Source: an optimization exercise on an open RTL-to-GDS flow (aim: small area). Production flows keep margins and buffers that such runs may drop. RTL that was checked went through simulation tests only; none was proved equivalent to the original. Power figures rest on the tool's default switching activity, not on a simulated workload. The clock port is modelled as an ideal driver; clocking choices that lean on that would not hold on a real chip.

// Hough
module Hough(
	input wire			nReset,
	input wire			Clk,
	input wire 	[7:0]	PixelIn,
	input wire			FrameIn,
	input wire			LineIn,
	output reg	[7:0]	PixelOut,
	output reg			FrameOut,
	output reg			LineOut
);
Size: ~0.019 mm2 of cells after synthesis.
clock: 10.0 ns
lec_check: 0
cap_margin: 20
core_margin: 2
core_utilization: 55
cts_buf_list: sky130_fd_sc_hd__clkbuf_16
cts_cluster_diameter: 100
cts_cluster_size: 30
slew_margin: 20
synth_hierarchical: 1
standard.sh (not shown) runs the stock make flow with config.mk's settings and CLKGATE_MAP_FILE= SYNTH_SCRIPT=/design/flow/synth_recipe.tcl, a recipe that flattens the netlist after the stock synthesis.
==> flow/flow/run.sh <==
#!/bin/bash
# Own layout flow: the standard flow (standard.sh) with a clock tree
# built without dummy loads, small port buffers, and timing-driven
# placement that does not keep its trial buffering.

set -euo pipefail
export CTS_ARGS="-sink_clustering_enable -repair_clock_nets -dont_use_dummy_load -sink_clustering_size 34 -sink_clustering_max_diameter 100 -buf_list sky130_fd_sc_hd__clkbuf_16"
export GPL_KEEP_OVERFLOW=0
export BUFFER_PORTS_ARGS="-buffer_cell sky130_fd_sc_hd__buf_1"
bash standard.sh > standard.log 2>&1
Edit:
==> flow/flow/run.sh (replaced) <==
#!/bin/bash
# Own layout flow: the standard flow (standard.sh) with a clock tree
# built without dummy loads, small port buffers, and timing-driven
# placement that does not keep its trial buffering.

set -euo pipefail
export CTS_ARGS="-sink_clustering_enable -repair_clock_nets -dont_use_dummy_load -sink_clustering_size 30 -sink_clustering_max_diameter 100 -buf_list sky130_fd_sc_hd__clkbuf_16"
export GPL_KEEP_OVERFLOW=0
export BUFFER_PORTS_ARGS="-buffer_cell sky130_fd_sc_hd__buf_1"
bash standard.sh > standard.log 2>&1
Settings changed: CORE_UTILIZATION 55 to 30.
After rerunning: Design area rises by 2.4%; area after synthesis stays the same; global-route usage falls by 8.4 points; fmax is about the same; worst hold slack is better by 41 ps.
Edit:
==> flow/flow/run.sh (replaced) <==
#!/bin/bash
# Own layout flow: the standard flow (standard.sh) with a clock tree
# built without dummy loads, small port buffers, and timing-driven
# placement that does not keep its trial buffering.

set -euo pipefail
export CTS_ARGS="-sink_clustering_enable -repair_clock_nets -dont_use_dummy_load -sink_clustering_size 36 -sink_clustering_max_diameter 100 -buf_list sky130_fd_sc_hd__clkbuf_16"
export GPL_KEEP_OVERFLOW=0
export BUFFER_PORTS_ARGS="-buffer_cell sky130_fd_sc_hd__buf_1"
bash standard.sh > standard.log 2>&1
Settings changed: CORE_UTILIZATION 30 to 45.
Flip-flop and latch count stays the same.
Synthesized cell count is unchanged.
Setup slack degrades by 220 ps.
Edit:
==> flow/flow/run.sh (replaced) <==
#!/bin/bash
# Own layout flow: the standard flow (standard.sh) with a clock tree
# built without dummy loads, small port buffers, and timing-driven
# placement that does not keep its trial buffering.

set -euo pipefail
export CTS_ARGS="-sink_clustering_enable -repair_clock_nets -dont_use_dummy_load -sink_clustering_size 34 -sink_clustering_max_diameter 100 -buf_list sky130_fd_sc_hd__clkbuf_16"
export GPL_KEEP_OVERFLOW=0
export BUFFER_PORTS_ARGS="-buffer_cell sky130_fd_sc_hd__buf_1"
bash standard.sh > standard.log 2>&1
Settings changed: CTS_BUF_LIST sky130_fd_sc_hd__clkbuf_16 to default, CTS_CLUSTER_DIAMETER 100 to default, CTS_CLUSTER_SIZE 30 to default.
What happened: The new run finished clean. Cell area barely changes. Combinational power hardly moves. Core utilization hardly moves. Worst setup slack is better by 5.3 ps. Routed wire length rose slightly. Flip-flop and latch count does not change. Via count rose slightly. Count of clock-buffer cells in the layout rose by 1.
Edit:
==> flow/flow/run.sh (replaced) <==
#!/bin/bash
# Own layout flow: the standard flow (standard.sh) with a clock tree
# built without dummy loads, small port buffers, and timing-driven
# placement that does not keep its trial buffering.

set -euo pipefail
export CTS_ARGS="-sink_clustering_enable -repair_clock_nets -dont_use_dummy_load -sink_clustering_size 32 -sink_clustering_max_diameter 100 -buf_list sky130_fd_sc_hd__clkbuf_16"
export GPL_KEEP_OVERFLOW=0
export BUFFER_PORTS_ARGS="-buffer_cell sky130_fd_sc_hd__buf_1"
bash standard.sh > standard.log 2>&1
Settings changed: CORE_UTILIZATION 45 to 30, CTS_BUF_LIST from default to sky130_fd_sc_hd__clkbuf_16, CTS_CLUSTER_DIAMETER from default to 100, CTS_CLUSTER_SIZE from default to 30.
Result:
- design area climbs by 2.3%
- total power climbs by about 0.9%
- wire length climbs by 1.5%
- synthesized area does not change
- combinational power drops by about 1%
- final cell count climbs by about 18%
- clock skew climbs by 4.4 ps
- critical path depth stays the same
- die area climbs by about 50%
Edit:
Settings changed: CORE_UTILIZATION 30 to 45, CTS_BUF_LIST sky130_fd_sc_hd__clkbuf_16 to default, CTS_CLUSTER_DIAMETER 100 to default, CTS_CLUSTER_SIZE 30 to default.
The new run completed without violations. Worst setup slack gets worse by 210 ps. Synthesized cell count does not change. Total power is lower slightly. Utilization grows by 16 points. Critical path depth is unchanged.

Hough, a different RTL version from the one above (not shown whole).
Size in the first run: about 730 flip-flops, ~22 I/O pins, roughly 19,000 µm² of cells after synthesis.
clock: 10.0 ns
lec_check: 0
cap_margin: 20
core_margin: 2
core_utilization: 30
cts_buf_list: sky130_fd_sc_hd__clkbuf_16
cts_cluster_diameter: 100
cts_cluster_size: 30
slew_margin: 20
synth_hierarchical: 1
==> flow/flow/run.sh <==
#!/bin/bash
# Own layout flow: the standard flow (standard.sh) with a clock tree
# built without dummy loads and small port buffers

set -euo pipefail
export CTS_ARGS="-sink_clustering_enable -repair_clock_nets -dont_use_dummy_load -sink_clustering_size 30 -sink_clustering_max_diameter 100 -buf_list sky130_fd_sc_hd__clkbuf_16"
export BUFFER_PORTS_ARGS="-buffer_cell sky130_fd_sc_hd__buf_1"
bash standard.sh > standard.log 2>&1
The first run finished clean.
Next try:
--- a/flow/flow/run.sh
+++ b/flow/flow/run.sh
@@ -3,2 +3,2 @@
-# built without dummy loads and small port buffers
-
+# built without dummy loads, small port buffers and power recovery
+# (down-sizing of gates off the critical paths) after global routing.
@@ -7,0 +8 @@
+export RECOVER_POWER=100
What happened:
- The new run completed, yet does not pass: max-capacitance violations, max-slew violations
- clock power barely changes
- power hardly moves
- design area hardly moves
- worst setup slack degrades by 0.040 ns
- routed wire length hardly moves
Next try:
==> flow/run.sh (new file) <==
#!/bin/bash
# synth_recipe.tcl (not shown) runs the flow's synth.tcl, then flattens the netlist and writes it again
# the make line also repeats each setting of config.mk as NAME=value (left out here)
make -C /OpenROAD-flow-scripts/flow DESIGN_CONFIG=/design/flow/config.mk WORK_HOME=/design/flow/orfs CLKGATE_MAP_FILE= SYNTH_SCRIPT=/design/flow/synth_recipe.tcl finish
--- a/flow/config.mk
+++ b/flow/config.mk
@@ -8 +8 @@
-export CAP_MARGIN = 20
+export CAP_MARGIN = 0
@@ -14 +14,2 @@
-export SLEW_MARGIN = 20
+export GPL_TIMING_DRIVEN = 0
+export SLEW_MARGIN = 0
removed: flow/flow/run.sh
removed: flow/standard.sh
Now the flow completed with no timing, DRC or antenna violations; global-route usage is higher by 0.60 points; fmax is lower by 0.64%; final area is higher by 3.5%; routed wire length is higher by 6.5%; synthesized cell count does not change; setup slack gets worse by 0.061 ns; combinational power is higher by 36%; via count is higher by 2.3%; die area does not change.

job 7220:
Starting RTL as in the previous note.
clock: 10.0 ns
lec_check: 0
cap_margin: 10
core_margin: 2
core_utilization: 30
cts_buf_list: sky130_fd_sc_hd__clkbuf_16
cts_cluster_diameter: 100
cts_cluster_size: 30
slew_margin: 10
synth_hierarchical: 1
run.sh (not shown) runs the stock make flow with config.mk's settings and CLKGATE_MAP_FILE= SYNTH_SCRIPT=/design/flow/synth_recipe.tcl, a recipe that flattens the netlist after the stock synthesis.
Stock flow here: none of the scripts above is used.
Job 7220 went all the way through the flow, and no timing, DRC or antenna check failed.
Edits applied to the flow inputs when going from job 7220 to job 8742:
- CAP_MARGIN now 20, was 10
- SLEW_MARGIN now 20, was 10
Results
[compare] base=job 7220 new=job 8742: sequential cell area in the final layout did not really move, clock network latency to the later pin of the worst-skew pair did not really move, count of clock tree sinks did not really move, part of the cycle the worst path needs did not really move.
What job 9888 does differently from job 8742 at the input level:
==> flow/flow/run.sh (new file) <==
#!/bin/bash
# Own layout flow: the standard flow (standard.sh) with its own clock
# tree settings (no dummy loads) and small port buffers.
set -euo pipefail
export CTS_ARGS="-sink_clustering_enable -repair_clock_nets -dont_use_dummy_load -sink_clustering_size 20 -sink_clustering_max_diameter 60 -buf_list sky130_fd_sc_hd__clkbuf_8 -root_buf sky130_fd_sc_hd__clkbuf_16"
export BUFFER_PORTS_ARGS="-buffer_cell sky130_fd_sc_hd__buf_1"
bash standard.sh > standard.log 2>&1
==> flow/standard.sh (new file) <==
#!/bin/bash
# synth_recipe.tcl (not shown) runs the flow's synth.tcl, then flattens the netlist and writes it again
# the make line also repeats each setting of config.mk as NAME=value (left out here)
make -C /OpenROAD-flow-scripts/flow DESIGN_CONFIG=/design/flow/config.mk WORK_HOME=/design/flow/orfs CLKGATE_MAP_FILE= SYNTH_SCRIPT=/design/flow/synth_recipe.tcl "${@:-finish}"
removed: flow/run.sh
[summary]
- Job 9888 vs job 8742 on sequential share of cell area: job 9888 is the higher one.
- Job 8742 has higher met2 layer usage reported by global route than job 9888.
- Taking job 8742 as the reference, in job 9888 total detailed-routing wirelength picked up an extra 560 µm, highest ir drop seen on vdd lower.
- Delta (job 9888 minus job 8742): final area down 170 µm²; clock sink count now sits at about the same level.
> inputs changed (job 9888 -> job 6652)
- SLEW_MARGIN changed from 20 to 0
- CAP_MARGIN changed from 20 to 0
==> flow/run.sh (new file) <==
#!/bin/bash
# synth_recipe.tcl (not shown) runs the flow's synth.tcl, then flattens the netlist and writes it again
# the make line also repeats each setting of config.mk as NAME=value (left out here)
make -C /OpenROAD-flow-scripts/flow DESIGN_CONFIG=/design/flow/config.mk WORK_HOME=/design/flow/orfs CLKGATE_MAP_FILE= SYNTH_SCRIPT=/design/flow/synth_recipe.tcl finish
removed: flow/flow/run.sh
removed: flow/standard.sh
### Flow results
- Side by side, count of clock-buffer cells in the layout turned out lower in job 6652 than in job 9888.
- When job 6652 is measured against job 9888, its routed wire length turns out 560 µm lower.
- Clock network latency to the later pin of the worst-skew pair: job 6652 > job 9888
- Job 6652 ended up with a higher static leakage than job 9888 did.
- Post-layout instance count excluding filler cells (lower): job 6652
- Job 6652 does better than job 9888 on worst setup margin.
- Compared with job 9888, job 6652 shows first-pass GRT wire length lower by about 0.9%.
- Diff job 9888 -> job 6652 | power in combinational cells | up by a few percent
- Comparing job 6652 and job 9888, share of the final layout cell area in sequential cells is lower on job 6652.

west:
The RTL this note starts from:
==> flow/design.v <==
module Hough(
	input wire			nReset,
	input wire			Clk,
	input wire 	[7:0]	PixelIn,
	input wire			FrameIn,
	input wire			LineIn,
	output reg	[7:0]	PixelOut,
	output reg			FrameOut,
	output reg			LineOut
);
	localparam N = 105;
	reg [6*N-1:0] line;
	always @(posedge Clk)
		line <= {line[6*N-7:0], PixelIn[7:2]};
	reg [5:0] ci;		 
	reg [5:0] Wm1;		 
	reg [7:0] ri;		 
	reg [7:0] Hm1;		 
	always @(posedge Clk) begin
		if (LineIn) begin
			ci  <= 6'd0;
			Wm1 <= ci;
		end else
			ci  <= ci + 6'd1;
	end
	always @(posedge Clk or negedge nReset) begin
		if (!nReset)
			ri <= 8'd254;
		else if (FrameIn)
			ri <= 8'd0;
		else if (LineIn)
			ri <= ri + 8'd1;
	end
	always @(posedge Clk)
		if (FrameIn) Hm1 <= ri;
	reg [5:0] m1, m2;
	integer i;
	always @* begin
		m1 = 6'd0;
		m2 = 6'd0;
		for (i = 2; i <= 48; i = i + 1) begin
			if (Wm1 == i) begin
				m1 = m1 | line[6*(101-i) +: 6];
				m2 = m2 | line[6*(100-2*i) +: 6];
			end
		end
	end
	reg [5:0] T1, T2, U1, U2;
	always @(posedge Clk) begin
		T1 <= m1;
		T2 <= T1;
		U1 <= m2;
		U2 <= U1;
	end
	wire [5:0] p0 = line[6*104 +: 6];
	wire [5:0] p1 = line[6*103 +: 6];
	wire [5:0] p2 = line[6*102 +: 6];
	wire [6:0] ta = {1'b0, p0} + {1'b0, ~p2};
	wire [6:0] tb = {1'b0, T2} + {1'b0, ~m1};
	wire [6:0] tc = {1'b0, U2} + {1'b0, ~m2};
	wire [6:0] td = {1'b0, p0} + {1'b0, ~U2};
	wire [6:0] te = {1'b0, p1} + {1'b0, ~U1};
	wire [6:0] tf = {1'b0, p2} + {1'b0, ~m2};
	wire [4:0] xa = ta[5:1] ^ {5{~ta[6]}};
	wire [5:0] xb = tb[5:0] ^ {6{~tb[6]}};
	wire [4:0] xc = tc[5:1] ^ {5{~tc[6]}};
	wire [4:0] xd = td[5:1] ^ {5{~td[6]}};
	wire [5:0] xe = te[5:0] ^ {6{~te[6]}};
	wire [4:0] xf = tf[5:1] ^ {5{~tf[6]}};
	wire [5:0] cin = {ta[6] & ta[0], tb[6], tc[6] & tc[0], td[6] & td[0], te[6], tf[6] & tf[0]};
	wire [7:0] sum = xa + xb + xc + xd + xe + xf + cin[0] + cin[1] + cin[2] + cin[3] + cin[4] + cin[5];
	reg [6:0] s;
	reg [5:0] co;
	reg [7:0] ro;
	reg       q;
	always @(posedge Clk or negedge nReset) begin
		if (!nReset)
			s <= 7'd0;
		else if (s != 7'd105)
			s <= s + 7'd1;
	end
	always @(posedge Clk) begin
		if (s == 7'd104) begin
			co <= 6'd0;
			ro <= 8'd0;
		end else if (co == Wm1) begin
			co <= 6'd0;
			ro <= (ro == Hm1) ? 8'd0 : ro + 8'd1;
		end else
			co <= co + 6'd1;
	end
	wire mask = ({1'b0, co} + 7'd1 >= {1'b0, Wm1}) | ({1'b0, ro} + 9'd1 >= {1'b0, Hm1});
	always @(posedge Clk) begin
		q        <= (ro == {2'b0, co} + 8'd1);
		FrameOut <= (co == 6'd0) && (ro == 8'd0);
		LineOut  <= (co == 6'd0);
		PixelOut <= q ? 8'hFF : (mask ? 8'h00 : sum);
	end
endmodule
clock: 10.0 ns
lec_check: 0
cap_margin: 40
core_margin: 2
core_utilization: 30
cts_buf_list: sky130_fd_sc_hd__clkbuf_4
cts_cluster_size: 20
slew_margin: 40
Stock flow here: none of the scripts above is used.
## Diff of input files: middle against west
Settings: CTS_CLUSTER_SIZE now 30, was 20; CTS_BUF_LIST now sky130_fd_sc_hd__clkbuf_8, was sky130_fd_sc_hd__clkbuf_4.
--- outcome ---
middle against west: fmax climbed 0.47%, arrival time at the worst endpoint moved down, design area +1.3%. Of middle and west, the run reporting the higher post-route total power was middle. Cmp middle and west / clock-buffer cell count / lower: middle. In the metrics for middle and west, the one carrying the higher worst hold slack is middle. Against west as the reference, middle delivers a lower global-route wire length before repair. west → middle: shortest period the worst path allows now sits lower, final wirelength now sits lower.
No run of this note included a check of the RTL's function; only the layout flow was run.

run A:
Another version of the RTL of Hough (not shown whole).
Size: about 730 flip-flops, ~22 I/O pins.
Settings: LEC_CHECK=0, CAP_MARGIN=20, CORE_MARGIN=2, CORE_UTILIZATION=30, CTS_BUF_LIST=sky130_fd_sc_hd__clkbuf_16, CTS_CLUSTER_DIAMETER=100, CTS_CLUSTER_SIZE=30, SLEW_MARGIN=20, SYNTH_HIERARCHICAL=1; clock period 10.0 ns.
standard.sh (not shown) runs the stock make flow with config.mk's settings and CLKGATE_MAP_FILE= SYNTH_SCRIPT=/design/flow/synth_recipe.tcl, a recipe that flattens the netlist after the stock synthesis.
==> flow/flow/run.sh <==
#!/bin/bash
# Own layout flow: the standard flow (standard.sh) with a clock tree
# built without dummy loads, small port buffers, and timing-driven
# placement that does not keep its trial buffering, and gates off the
# critical paths down-sized after global routing (flow/post_grt.tcl).

set -euo pipefail
export CTS_ARGS="-sink_clustering_enable -repair_clock_nets -dont_use_dummy_load -sink_clustering_size 30 -sink_clustering_max_diameter 100 -buf_list sky130_fd_sc_hd__clkbuf_16"
export GPL_KEEP_OVERFLOW=0
export BUFFER_PORTS_ARGS="-buffer_cell sky130_fd_sc_hd__buf_1"
export POST_GLOBAL_ROUTE_TCL="$PWD/flow/post_grt.tcl"
bash standard.sh > standard.log 2>&1
==> flow/flow/post_grt.tcl <==
# After global routing: down-size gates that are off the critical paths,
# then repair slew and capacitance again and route the changed nets.
global_route -start_incremental
repair_timing -recover_power 100 -verbose
repair_design -slew_margin 20 -cap_margin 20 -verbose
detailed_placement
global_route -end_incremental
estimate_parasitics -global_routing
report_worst_slack
report_check_types -max_slew -max_capacitance -violators
> inputs changed (run A -> run B)
- changing CORE_UTILIZATION from 30 to 45
--- a/flow/flow/run.sh
+++ b/flow/flow/run.sh
@@ -3,4 +3,3 @@
 # built without dummy loads, small port buffers, and timing-driven
-# placement that does not keep its trial buffering, and gates off the
-# critical paths down-sized after global routing (flow/post_grt.tcl).
+# placement that does not keep its trial buffering.
 
@@ -10,3 +9,2 @@
 export BUFFER_PORTS_ARGS="-buffer_cell sky130_fd_sc_hd__buf_1"
-export POST_GLOBAL_ROUTE_TCL="$PWD/flow/post_grt.tcl"
 bash standard.sh > standard.log 2>&1
removed: flow/flow/post_grt.tcl
Notes after the runs:
Changes observed in run B relative to run A: sequential share of layout area saw an increase; post-layout instance area saw a decrease; register-to-register setup slack saw a decrease; non-clock inverter total of the final layout saw little to no change.

re-timing with driven ports:
In the flow no input, the clock included, has a driving cell. The finished layouts below were timed again as built, in two steps. Step 1 assumes that a clkbuf_16 drives the clock port and a buf_2 every other input. Step 2 adds t to the input delays and takes it off the output delays; t is the mean of the earliest and latest rising clock arrival at the registers after step 1. Input paths then give back, and output paths get back, about the clock's delay inside the block. Three values: ideal ports, drivers, drivers and shift; two values: the first two.
| run | t, ns | slack for setup (ns) | hold WS [ns] |
|---|---|---|---|
| the first run of note 1 | 0.607 | 0.823 / 0.823 / 0.823 | 0.267 / 0.267 / 0.267 |
| the second run of note 1 | 0.615 | 0.823 / 0.823 / 0.823 | 0.308 / 0.308 / 0.308 |
| the third run of note 1 | 0.603 | 0.604 / 0.604 / 0.604 | 0.289 / 0.289 / 0.289 |
| the fourth run of note 1 | 0.619 | 0.609 / 0.609 / 0.609 | 0.314 / 0.314 / 0.314 |
| the fifth run of note 1 | 0.614 | 0.829 / 0.829 / 0.829 | 0.281 / 0.281 / 0.281 |
| the sixth run of note 1 | 0.622 | 0.623 / 0.623 / 0.623 | 0.309 / 0.309 / 0.309 |
| the first run of note 2 | 0.629 | 0.455 / 0.455 / 0.455 | 0.308 / 0.308 / 0.308 |
| the second run of note 2 | 0.629 | 0.415 / 0.415 / 0.415 | 0.306 / 0.306 / 0.306 |
| the third run of note 2 | 0.661 | 0.353 / 0.353 / 0.353 | 0.315 / 0.315 / 0.315 |
| job 7220 | 0.643 | 0.516 / 0.516 / 0.516 | 0.329 / 0.329 / 0.329 |
| job 8742 | 0.643 | 0.516 / 0.516 / 0.516 | 0.329 / 0.329 / 0.329 |
| job 9888 | 0.593 | 0.487 / 0.487 / 0.487 | 0.278 / 0.278 / 0.278 |
| job 6652 | 0.643 | 0.516 / 0.516 / 0.516 | 0.329 / 0.329 / 0.329 |
| west | 1.071 | 1.371 / 1.371 / 1.371 | 0.275 / 0.275 / 0.275 |
| middle | 0.772 | 1.411 / 1.411 / 1.411 | 0.293 / 0.293 / 0.293 |
| run A | 0.621 | 0.800 / 0.800 / 0.800 | 0.301 / 0.301 / 0.301 |
| run B | 0.623 | 0.588 / 0.588 / 0.588 | 0.287 / 0.287 / 0.287 |
